From an optimization exercise on the open Yosys and OpenROAD flow, aimed at small area, a short achievable clock period and few clock cycles per item; shortcuts taken in it are not production practice.
No functional check of the RTL was part of any run shown here.
The flow treats the clock pin as an ideal source, which a real chip does not have.

## flow/design.v (module list and top-level ports; edited modules follow where they fit)
// module square_root32: 911 lines
module square_root32(
		input wire iCLOCK,
		input wire inRESET,
		input wire iDATA_REQ,
		output wire oDATA_BUSY,
		input wire [31:0] iDATA,
		output wire oDATA_VALID,
		input wire iDATA_BUSY,
		output wire [15:0] oDATA
	);
  // ...
==> flow/flow/run.sh <==
#!/bin/bash
# The standard layout (standard.sh, unchanged synthesis and steps), with:
# - a larger setup margin for ORFS's timing repair, so that repair works
#   towards a shorter achieved period;
# - port buffers of the smallest buffer cell (repair upsizes them as needed);
bash standard.sh SETUP_SLACK_MARGIN=10.9 BUFFER_PORTS_ARGS='-buffer_cell sky130_fd_sc_hd__buf_1' POST_CTS_TCL="$(pwd)/flow/flatten_clk.tcl" finish > standard.log 2>&1
==> flow/flow/flatten_clk.tcl <==
# Remove the clock tree's intermediate level: the root clock buffer then
# drives the leaf clock buffers directly. Every register keeps the same
# number of buffers (two) between the clock port and its clock pin.
set block [ord::get_db_block]
set root [$block findInst clkbuf_0_iCLOCK]
set rootnet [[$root findITerm X] getNet]
set mids {}
foreach it [$rootnet getITerms] {
  set inst [$it getInst]
  if {$inst eq $root} continue
  if {[string match "clkbuf_leaf_*" [$inst getName]]} continue
  lappend mids $inst
}
foreach inst $mids {
  if {![string match "clkbuf_*" [$inst getName]]} { error "unexpected load [$inst getName] on the root clock net" }
  set onet [[$inst findITerm X] getNet]
  set loads {}
  foreach it [$onet getITerms] { if {[$it getInst] ne $inst} { lappend loads $it } }
  set dummies {}
  foreach it $loads {
    if {[string match "clkload*" [[$it getInst] getName]]} { lappend dummies [$it getInst]; continue }
    if {![string match "clkbuf_leaf_*" [[$it getInst] getName]]} { error "unexpected load [[$it getInst] getName]" }
    $it disconnect
    $it connect $rootnet
  }
  puts "flatten_clk: removed [$inst getName], moved [llength $loads] leaf buffers to [$rootnet getName]"
  foreach d $dummies {
    puts "flatten_clk: removed dummy load [$d getName]"
    odb::dbInst_destroy $d
  }
  odb::dbInst_destroy $inst
  odb::dbNet_destroy $onet
}
==> flow/standard.sh <==
#!/bin/bash
# synth_recipe.tcl (not shown) runs the flow's synth.tcl, then flattens the netlist and writes it again
# the make line also repeats each setting of config.mk as NAME=value (left out here)
make -C /OpenROAD-flow-scripts/flow DESIGN_CONFIG=/design/flow/config.mk WORK_HOME=/design/flow/orfs CLKGATE_MAP_FILE= SYNTH_SCRIPT=/design/flow/synth_recipe.tcl "${@:-finish}"
==> flow/config.mk <==
export PLATFORM = sky130hd
export DESIGN_NAME = square_root32
export DESIGN_NICKNAME = square_root32
export VERILOG_FILES = /design/flow/design.v
export SDC_FILE = /design/flow/constraint.sdc
export NUM_CORES = 4
export LEC_CHECK = 0
export ABC_AREA = 1
export CAP_MARGIN = 20
export CORE_MARGIN = 2
export CORE_UTILIZATION = 74
export CTS_BUF_LIST = sky130_fd_sc_hd__clkbuf_16
export CTS_CLUSTER_DIAMETER = 80
export CTS_CLUSTER_SIZE = 28
export SLEW_MARGIN = 20
==> flow/constraint.sdc <==
create_clock -name core_clock -period 15.0 [get_ports {iCLOCK}]
set_input_delay 3.0000 -clock core_clock [delete_from_list [all_inputs] [get_ports {iCLOCK}]]
set_output_delay 3.0000 -clock core_clock [all_outputs]
set_load 0.01 [all_outputs]
==> impl_metrics.py, run 1 <==
metrics = {
    "finish": {
        "final_cell_mix": "nand2_1, edfxtp_1, inv_1",
        "fin_nets": 1634,
        "fin_util_pct": 81.0,
    },
    "placement": {
        "io_buffers": 53,
        "routabilityCongestion": 0.888,
    },
    "floorplanning": {
        "die-height_um": 140,
    },
    "yosys": {
        "muxShareOfSynthArea_pct": 0.147,
        "synth_compound_area_share_pct": 8.83,
        "synth_cell_types": 52,
        "synth_top_family_by_area": "simple AND/OR/NAND/NOR gates",
        "synth_area_um2": 13700,
        "ys_seq_area_share_pct": 51.0,
        "synth_top_area_share_pct": 47.0,
        "async_flop_share_pct": 3.77,
        "synthSimpleGateAreaFrac_pct": 19.8,
        "ys_ff_latch": 239,
        "syn_nets": 1565,
    },
    "global_route": {
        "grt_max_degree": 122,
        "first_global_vias": 9675,
        "grtUsageMet1_pct": 31.8,
    },
    "timing": {
        "skew_ps": 21.1,
        "layout_setup_ws_ps": 11040,
        "slew-limit-headroom_pct": 28.7,
    },
    "route": {
        "via_count": 9867,
        "drc": 0,
    },
    "worst_setup_path": {
        "critPathTopFamily": "flip-flops",
        "cpPeakStageDelay_ps": 400,
        "regToRegSetupSlack_ps": 11060,
    },
    "status": {
        "outcome": "finished clean",
    },
}
==> run 2: changes to the inputs <==
--- a/flow/design.v
+++ b/flow/design.v
@@ -130,99 +130,105 @@
 	wire h3_1g = (t3[1] & sn3[1]) | ((t3[1] | sn3[1]) & (t3[0] | sn3[0]));
 	wire h3_1p = (t3[1] | sn3[1]) & 1'b0;
 	wire h3_2g = (t3[3] & sn3[3]) | ((t3[3] | sn3[3]) & (t3[2] & sn3[2]));
 	wire h3_2p = (t3[3] | sn3[3]) & (t3[2] | sn3[2]);
 	wire h3_3g = (t3[5] & sn3[5]) | ((t3[5] | sn3[5]) & (t3[4] & sn3[4]));
 	wire h3_3p = (t3[5] | sn3[5]) & (t3[4] | sn3[4]);
 	wire h3_4g = h3_2g | (h3_2p & h3_1g);
 	wire h3_4p = h3_2p & h3_1p;
-	wire h3_5g = h3_3g | (h3_3p & h3_4g);
-	wire h3_5p = h3_3p & h3_4p;
-	wire h3_6g = (t3[2] & sn3[2]) | ((t3[2] | sn3[2]) & h3_1g);
-	wire h3_6p = (t3[2] | sn3[2]) & h3_1p;
-	wire h3_7g = (t3[4] & sn3[4]) | ((t3[4] | sn3[4]) & h3_4g);
-	wire h3_7p = (t3[4] | sn3[4]) & h3_4p;
+	wire h3_5g = h3_3g | (h3_3p & h3_2g);
+	wire h3_5p = h3_3p & h3_2p;
+	wire h3_6g = h3_5g | (h3_5p & h3_1g);
+	wire h3_6p = h3_5p & h3_1p;
+	wire h3_7g = (t3[2] & sn3[2]) | ((t3[2] | sn3[2]) & h3_1g);
+	wire h3_7p = (t3[2] | sn3[2]) & h3_1p;
+	wire h3_8g = (t3[4] & sn3[4]) | ((t3[4] | sn3[4]) & h3_4g);
+	wire h3_8p = (t3[4] | sn3[4]) & h3_4p;
 	wire [6:0] d3;
 	assign d3[0] = ~(t3[0] ^ sn3[0]);
 	assign d3[1] = t3[1] ^ (sn3[1] ^ (t3[0] | sn3[0]));
 	assign d3[2] = t3[2] ^ (sn3[2] ^ h3_1g);
-	assign d3[3] = t3[3] ^ (sn3[3] ^ h3_6g);
+	assign d3[3] = t3[3] ^ (sn3[3] ^ h3_7g);
 	assign d3[4] = t3[4] ^ (sn3[4] ^ h3_4g);
-	assign d3[5] = t3[5] ^ (sn3[5] ^ h3_7g);
-	assign d3[6] = ~h3_5g;
+	assign d3[5] = t3[5] ^ (sn3[5] ^ h3_8g);
+	assign d3[6] = ~h3_6g;
 	wire ge3 = !d3[6];
 	assign q4 = {q3, ge3};
 	assign r4 = (ge3 ? d3[4:0] : t3[4:0]);
 	assign x4 = x3[23:0];
 	wire [6:0] t4 = {r4, x4[23:22]};
 	wire [6:0] sn4 = {1'b1, ~q4, 2'b10};
 	wire h4_1g = (t4[1] & sn4[1]) | ((t4[1] | sn4[1]) & (t4[0] | sn4[0]));
 	wire h4_1p = (t4[1] | sn4[1]) & 1'b0;
 	wire h4_2g = (t4[3] & sn4[3]) | ((t4[3] | sn4[3]) & (t4[2] & sn4[2]));
 	wire h4_2p = (t4[3] | sn4[3]) & (t4[2] | sn4[2]);
 	wire h4_3g = (t4[5] & sn4[5]) | ((t4[5] | sn4[5]) & (t4[4] & sn4[4]));
 	wire h4_3p = (t4[5] | sn4[5]) & (t4[4] | sn4[4]);
 	wire h4_4g = h4_2g | (h4_2p & h4_1g);
 	wire h4_4p = h4_2p & h4_1p;
-	wire h4_5g = h4_3g | (h4_3p & h4_4g);
-	wire h4_5p = h4_3p & h4_4p;
-	wire h4_6g = (t4[2] & sn4[2]) | ((t4[2] | sn4[2]) & h4_1g);
-	wire h4_6p = (t4[2] | sn4[2]) & h4_1p;
-	wire h4_7g = (t4[4] & sn4[4]) | ((t4[4] | sn4[4]) & h4_4g);
-	wire h4_7p = (t4[4] | sn4[4]) & h4_4p;
-	wire h4_8g = (t4[6] & sn4[6]) | ((t4[6] | sn4[6]) & h4_5g);
-	wire h4_8p = (t4[6] | sn4[6]) & h4_5p;
+	wire h4_5g = h4_3g | (h4_3p & h4_2g);
+	wire h4_5p = h4_3p & h4_2p;
+	wire h4_6g = h4_5g | (h4_5p & h4_1g);
+	wire h4_6p = h4_5p & h4_1p;
+	wire h4_7g = (t4[2] & sn4[2]) | ((t4[2] | sn4[2]) & h4_1g);
+	wire h4_7p = (t4[2] | sn4[2]) & h4_1p;
+	wire h4_8g = (t4[4] & sn4[4]) | ((t4[4] | sn4[4]) & h4_4g);
+	wire h4_8p = (t4[4] | sn4[4]) & h4_4p;
+	wire h4_9g = (t4[6] & sn4[6]) | ((t4[6] | sn4[6]) & h4_6g);
+	wire h4_9p = (t4[6] | sn4[6]) & h4_6p;
 	wire [7:0] d4;
 	assign d4[0] = ~(t4[0] ^ sn4[0]);
 	assign d4[1] = t4[1] ^ (sn4[1] ^ (t4[0] | sn4[0]));
 	assign d4[2] = t4[2] ^ (sn4[2] ^ h4_1g);
-	assign d4[3] = t4[3] ^ (sn4[3] ^ h4_6g);
+	assign d4[3] = t4[3] ^ (sn4[3] ^ h4_7g);
 	assign d4[4] = t4[4] ^ (sn4[4] ^ h4_4g);
-	assign d4[5] = t4[5] ^ (sn4[5] ^ h4_7g);
-	assign d4[6] = t4[6] ^ (sn4[6] ^ h4_5g);
-	assign d4[7] = ~h4_8g;
+	assign d4[5] = t4[5] ^ (sn4[5] ^ h4_8g);
+	assign d4[6] = t4[6] ^ (sn4[6] ^ h4_6g);
+	assign d4[7] = ~h4_9g;
 	wire ge4 = !d4[7];
 	assign q5 = {q4, ge4};
 	assign r5 = (ge4 ? d4[5:0] : t4[5:0]);
 	assign x5 = x4[21:0];
 	wire [7:0] t5 = {r5, x5[21:20]};
 	wire [7:0] sn5 = {1'b1, ~q5, 2'b10};
 	wire h5_1g = (t5[1] & sn5[1]) | ((t5[1] | sn5[1]) & (t5[0] | sn5[0]));
 	wire h5_1p = (t5[1] | sn5[1]) & 1'b0;
 	wire h5_2g = (t5[3] & sn5[3]) | ((t5[3] | sn5[3]) & (t5[2] & sn5[2]));
 	wire h5_2p = (t5[3] | sn5[3]) & (t5[2] | sn5[2]);
 	wire h5_3g = (t5[5] & sn5[5]) | ((t5[5] | sn5[5]) & (t5[4] & sn5[4]));
 	wire h5_3p = (t5[5] | sn5[5]) & (t5[4] | sn5[4]);
 	wire h5_4g = (t5[7] & sn5[7]) | ((t5[7] | sn5[7]) & (t5[6] & sn5[6]));
 	wire h5_4p = (t5[7] | sn5[7]) & (t5[6] | sn5[6]);
 	wire h5_5g = h5_2g | (h5_2p & h5_1g);
 	wire h5_5p = h5_2p & h5_1p;
-	wire h5_6g = h5_4g | (h5_4p & h5_3g);
-	wire h5_6p = h5_4p & h5_3p;
-	wire h5_7g = h5_6g | (h5_6p & h5_5g);
-	wire h5_7p = h5_6p & h5_5p;
-	wire h5_8g = h5_3g | (h5_3p & h5_5g);
-	wire h5_8p = h5_3p & h5_5p;
-	wire h5_9g = (t5[2] & sn5[2]) | ((t5[2] | sn5[2]) & h5_1g);
-	wire h5_9p = (t5[2] | sn5[2]) & h5_1p;
-	wire h5_10g = (t5[4] & sn5[4]) | ((t5[4] | sn5[4]) & h5_5g);
-	wire h5_10p = (t5[4] | sn5[4]) & h5_5p;
-	wire h5_11g = (t5[6] & sn5[6]) | ((t5[6] | sn5[6]) & h5_8g);
-	wire h5_11p = (t5[6] | sn5[6]) & h5_8p;
+	wire h5_6g = h5_3g | (h5_3p & h5_2g);
+	wire h5_6p = h5_3p & h5_2p;
+	wire h5_7g = h5_4g | (h5_4p & h5_3g);
+	wire h5_7p = h5_4p & h5_3p;
+	wire h5_8g = h5_6g | (h5_6p & h5_1g);
+	wire h5_8p = h5_6p & h5_1p;
+	wire h5_9g = h5_7g | (h5_7p & h5_5g);
+	wire h5_9p = h5_7p & h5_5p;
+	wire h5_10g = (t5[2] & sn5[2]) | ((t5[2] | sn5[2]) & h5_1g);
+	wire h5_10p = (t5[2] | sn5[2]) & h5_1p;
+	wire h5_11g = (t5[4] & sn5[4]) | ((t5[4] | sn5[4]) & h5_5g);
+	wire h5_11p = (t5[4] | sn5[4]) & h5_5p;
+	wire h5_12g = (t5[6] & sn5[6]) | ((t5[6] | sn5[6]) & h5_8g);
+	wire h5_12p = (t5[6] | sn5[6]) & h5_8p;
 	wire [8:0] d5;
 	assign d5[0] = ~(t5[0] ^ sn5[0]);
 	assign d5[1] = t5[1] ^ (sn5[1] ^ (t5[0] | sn5[0]));
 	assign d5[2] = t5[2] ^ (sn5[2] ^ h5_1g);
-	assign d5[3] = t5[3] ^ (sn5[3] ^ h5_9g);
+	assign d5[3] = t5[3] ^ (sn5[3] ^ h5_10g);
 	assign d5[4] = t5[4] ^ (sn5[4] ^ h5_5g);
-	assign d5[5] = t5[5] ^ (sn5[5] ^ h5_10g);
+	assign d5[5] = t5[5] ^ (sn5[5] ^ h5_11g);
 	assign d5[6] = t5[6] ^ (sn5[6] ^ h5_8g);
-	assign d5[7] = t5[7] ^ (sn5[7] ^ h5_11g);
-	assign d5[8] = ~h5_7g;
+	assign d5[7] = t5[7] ^ (sn5[7] ^ h5_12g);
+	assign d5[8] = ~h5_9g;
 	wire ge5 = !d5[8];
 	always @(posedge iCLOCK) begin
 		if (adv) begin
 			qn6 <= ~{q5, ge5};
 			r6 <= (ge5 ? d5[6:0] : t5[6:0]);
 			x6 <= x5[19:0];
 		end
 	end
@@ -896,18 +902,13 @@
 		end else if (!b_skid_valid) begin
 			b_skid_valid <= b_v6;
 		end
 	end
 	always @(posedge iCLOCK) begin
 		if (out_free) b_out_data <= b_skid_valid ? b_skid_data : res;
 		if (!b_skid_valid) b_skid_data <= res;
 	end
-	reg b_busy;
-	always @(posedge iCLOCK or negedge inRESET) begin
-		if (!inRESET) b_busy <= 1'b0;
-		else b_busy <= !out_free && (b_busy || b_v6);
-	end
-	assign oDATA_BUSY = b_busy;
+	assign oDATA_BUSY = b_skid_valid;
 	assign oDATA_VALID = b_out_valid;
 	assign oDATA = b_out_data;
 endmodule
 `default_nettype wire
==> flow/flow/run.sh (replaced) <==
#!/bin/bash
# The standard layout (standard.sh, unchanged synthesis and steps), with:
# - a larger setup margin for ORFS's timing repair, so that repair works
#   towards a shorter achieved period;
# - port buffers of the smallest buffer cell (repair upsizes them as needed);
bash standard.sh SETUP_SLACK_MARGIN=11.0 BUFFER_PORTS_ARGS='-buffer_cell sky130_fd_sc_hd__buf_1' POST_CTS_TCL="$(pwd)/flow/flatten_clk.tcl" finish > standard.log 2>&1
==> flow/config.mk (replaced) <==
export PLATFORM = sky130hd
export DESIGN_NAME = square_root32
export DESIGN_NICKNAME = square_root32
export VERILOG_FILES = /design/flow/design.v
export SDC_FILE = /design/flow/constraint.sdc
export NUM_CORES = 4
export LEC_CHECK = 0
export ABC_AREA = 1
export CAP_MARGIN = 20
export CORE_MARGIN = 2
export CORE_UTILIZATION = 68
export CTS_BUF_LIST = sky130_fd_sc_hd__clkbuf_16
export CTS_CLUSTER_DIAMETER = 80
export CTS_CLUSTER_SIZE = 28
export SLEW_MARGIN = 20
==> run 2 against run 1 <==
Effect of this change:
- fmax fell by 3.1%
- highest routed layer unchanged
- synthesized cell count rose by 0.41%
- design area rose by 0.69%
- critical path type unchanged
- area after synthesis fell by 1.1%
==> impl_metrics.py, run 2 <==
metrics = {
    "status": {
        "outcome": "finished clean",
    },
    "timing": {
        "setup_viol": 0,
        "post-route-period-util_pct": 27.2,
        "worstMarginPinSlew_ps": 985,
        "final.min_clock_period_ps": 4080,
        "tns_ps": 0,
        "slew-limit-headroom_pct": 34.3,
        "skew_ps": 16.6,
        "grt_setup_unrepaired": "yes",
        "finalMaxSlewViolations": 0,
        "layout_setup_ws_ps": 10920,
        "hold_violations": 0,
        "max_freq_mhz": 245,
    },
    "worst_setup_path": {
        "path_class": "reg -> out",
        "worstPathRequired_ps": 12000,
        "reg2reg_from": "x2[26]",
        "worstSetupStartpointType": "flip-flop",
        "critical_path.endpoint_type": "output port",
        "crit_arrival_ps": 1080,
        "worstPathMaxFanout": 2,
        "regToRegSetupSlack_ps": 11200,
        "r2r_cells": 29,
        "r2r_end": "r6[4]",
    },
    "route": {
        "drt_pass1_iterations": 5,
        "drt_iter0_markers": 670,
        "via_count": 9667,
        "wirelength_mm": 25.1,
        "drtAntennaViolNets": 0,
        "vias_per_cell": 5.34,
        "drc": 0,
        "wire_per_inst_um": 13.9,
    },
    "yosys": {
        "synth-warning-count": 1,
        "synth-edff-count": 214,
        "synth_top_flop_cell": "edfxtp_1",
        "syn_inst": 1465,
        "async_flop_share_pct": 3.36,
        "synthMostInstantiatedCell": "nand2_1",
        "ys_ff_latch": 238,
        "synth_top_area_share_pct": 47.6,
        "syn_nets": 1569,
        "synth_commonest_cells": "nand2_1, edfxtp_1, inv_1, o21ai_0, nor2_1",
        "yosysTopAreaCell": "edfxtp_1",
        "yosys-top-cells-area": "edfxtp_1, nand2_1, fa_1, inv_1, o21ai_0",
        "synth_cell_types": 50,
        "ys_seq_area_share_pct": 51.4,
        "synth_area_per_cell_um2": 9.22,
        "synth_area_um2": 13500,
    },
    "min_path": {
        "min_to": "x8[3]",
        "holdPathStages": 0,
        "min_path_type": "reg -> reg",
        "min-delay-start": "x6[3]",
    },
    "finish": {
        "reg.largest.list": "x2: 28 flops, x6: 20 flops",
        "final_common_cell": "nand2_1",
        "final_cell_mix": "nand2_1, edfxtp_1, inv_1",
        "largest_reg_flops": 28,
        "regMostFlops": "x2",
        "fillCellCount": 1367,
        "fin_nets": 1643,
        "regArea_um2": 6950,
        "multiInputGateArea_um2": 5740,
        "area_growth_syn_to_layout_pct": 8.88,
        "antenna_cells": 0,
        "drive_gt1_share_pct": 8.41,
    },
    "placement": {
        "routabilityCongestion": 0.870,
        "pre_cts_ws_ps": 10850,
        "hpwl_mm": 18.0,
        "io_buffers": 53,
    },
    "global_route": {
        "grt_max_degree": 152,
        "grt_usage_pct": 24.1,
        "grt_pass1_wl_mm": 40.9,
        "antenna_found_initial": 0,
        "first_global_vias": 8878,
        "grt.overflow.total": 0,
    },
    "floorplanning": {
        "initial_core_util_pct": 69.4,
        "ios": 54,
        "row_count": 51,
        "die-height_um": 145,
        "die_x_um": 145,
        "core_area_um2": 19500,
        "die_area_um2": 21000,
    },
    "clock_tree": {
        "tritoncts": "done",
        "clock-sinks": 238,
        "clk_pin_slew_ps": 100,
        "insertion_delay_ps": 420,
    },
    "flow_run": {
        "maxCapViolations": 0,
    },
}
==> run 2: cell count changes in the layout (fill, tap and decap cells not counted), sizes merged, moves of 4 or more <==
| cell | previous run | this run |
|---|---|---|
| nand2 | 408 | 421 |
| nand3 | 67 | 78 |
| inv | 235 | 230 |
| a31oi | 10 | 4 |
| nand4 | 16 | 0 |
| nand3b | 5 | 9 |
| a21oi | 47 | 51 |
| xnor2 | 23 | 16 |
| or2 | 19 | 25 |
==> run 2: worst max path at each step <==
stage,start,to,slack [ps]
floorplan,iDATA[28],r2[0],11130
global placement,x14[3],b_out_data[0],10890
detailed placement,x14[3],b_out_data[0],10850
global route,b_skid_valid,oDATA_BUSY,10870
finish,b_skid_valid,oDATA_BUSY,10920
==> run 2: logic make-up after synthesis <==
| kind of cell | Yosys count | synth area share [%] |
|---|---|---|
| adders and majority gates | 68 | 8.52 |
| AOI/OAI and AO/OA | 215 | 8.63 |
| muxes | 2 | 0.148 |
| DFF | 238 | 51.4 |
| xor gates and xnor gates | 64 | 4.15 |
| and+or+nand+nor | 635 | 20.1 |
| buffers and inverters | 243 | 6.98 |
==> run 2: metal layers <==
metal  GRT usage (%)  up-vias  wire, µm
li1                -     4912         -
met1            29.5     4507     10600
met2            43.3      204     13100
met3            4.87       44       904
met4            7.33        0       548
met5               0        -         0
==> run 2: worst max-delay path: stages (launching register included) <==
cell	delay [ps]
dfrtp_1	420
buf_12	140
buf_6	110
==> run 2: final cells by class <==
cell class	count	share of cell area, %
clock inverters	7	0.527
repair buffers	76	3.05
multi-input cells	986	39.0
inverters	226	5.89
flip-flops and latches	238	47.2
clock buffers	12	2.04
well taps	265	2.25
==> run 2: stage by stage <==
| stage | area (µm²) | hold slack [ps] | std cells | util, % |
|---|---|---|---|---|
| after global routing | 14700 | 434 | 1810 | 75.6 |
| after detailed placement | 14000 | 405 | 1768 | 71.8 |
| after floorplan | 13500 | 400 | 1465 | - |
| final | 14700 | 428 | 1810 | 75.6 |
| after global placement | 14000 | 401 | 1768 | 71.8 |

-- static timing again, ports no longer ideal --
In the flow no input, the clock included, has a driving cell. The finished layouts below were timed again as built, in two steps.
Step 1 sets driving cells, clkbuf_16 on the clock port and buf_2 on the other inputs (assumed; they add their load-dependent delay and slew).
Step 2 adds t to the input delays and takes it off the output delays; t is the mean of the earliest and latest rising clock arrival at the registers after step 1. Input paths then give back, and output paths get back, about the clock's delay inside the block.
a / b / c = ideal / step 1 / step 2; a / b = the first two.
| run | shift t [ns] | slack for setup (ns) | worst hold slack (ns) | worst setup path at the end | worst slew at a driven data input, ns |
|---|---|---|---|---|---|
| run 1 | 0.463 | 11.041 / 10.993 / 10.917 | 0.412 / 0.412 / 0.412 | input to register | 0.04 |
| run 2 | 0.455 | 10.916 / 10.872 / 10.903 | 0.428 / 0.428 / 0.428 | input to register | 0.05 |
After both steps every run listed still meets setup and hold. The setup slack of run 1, which loses most, moves by -0.048 ns with the drivers and by -0.124 ns with both steps.
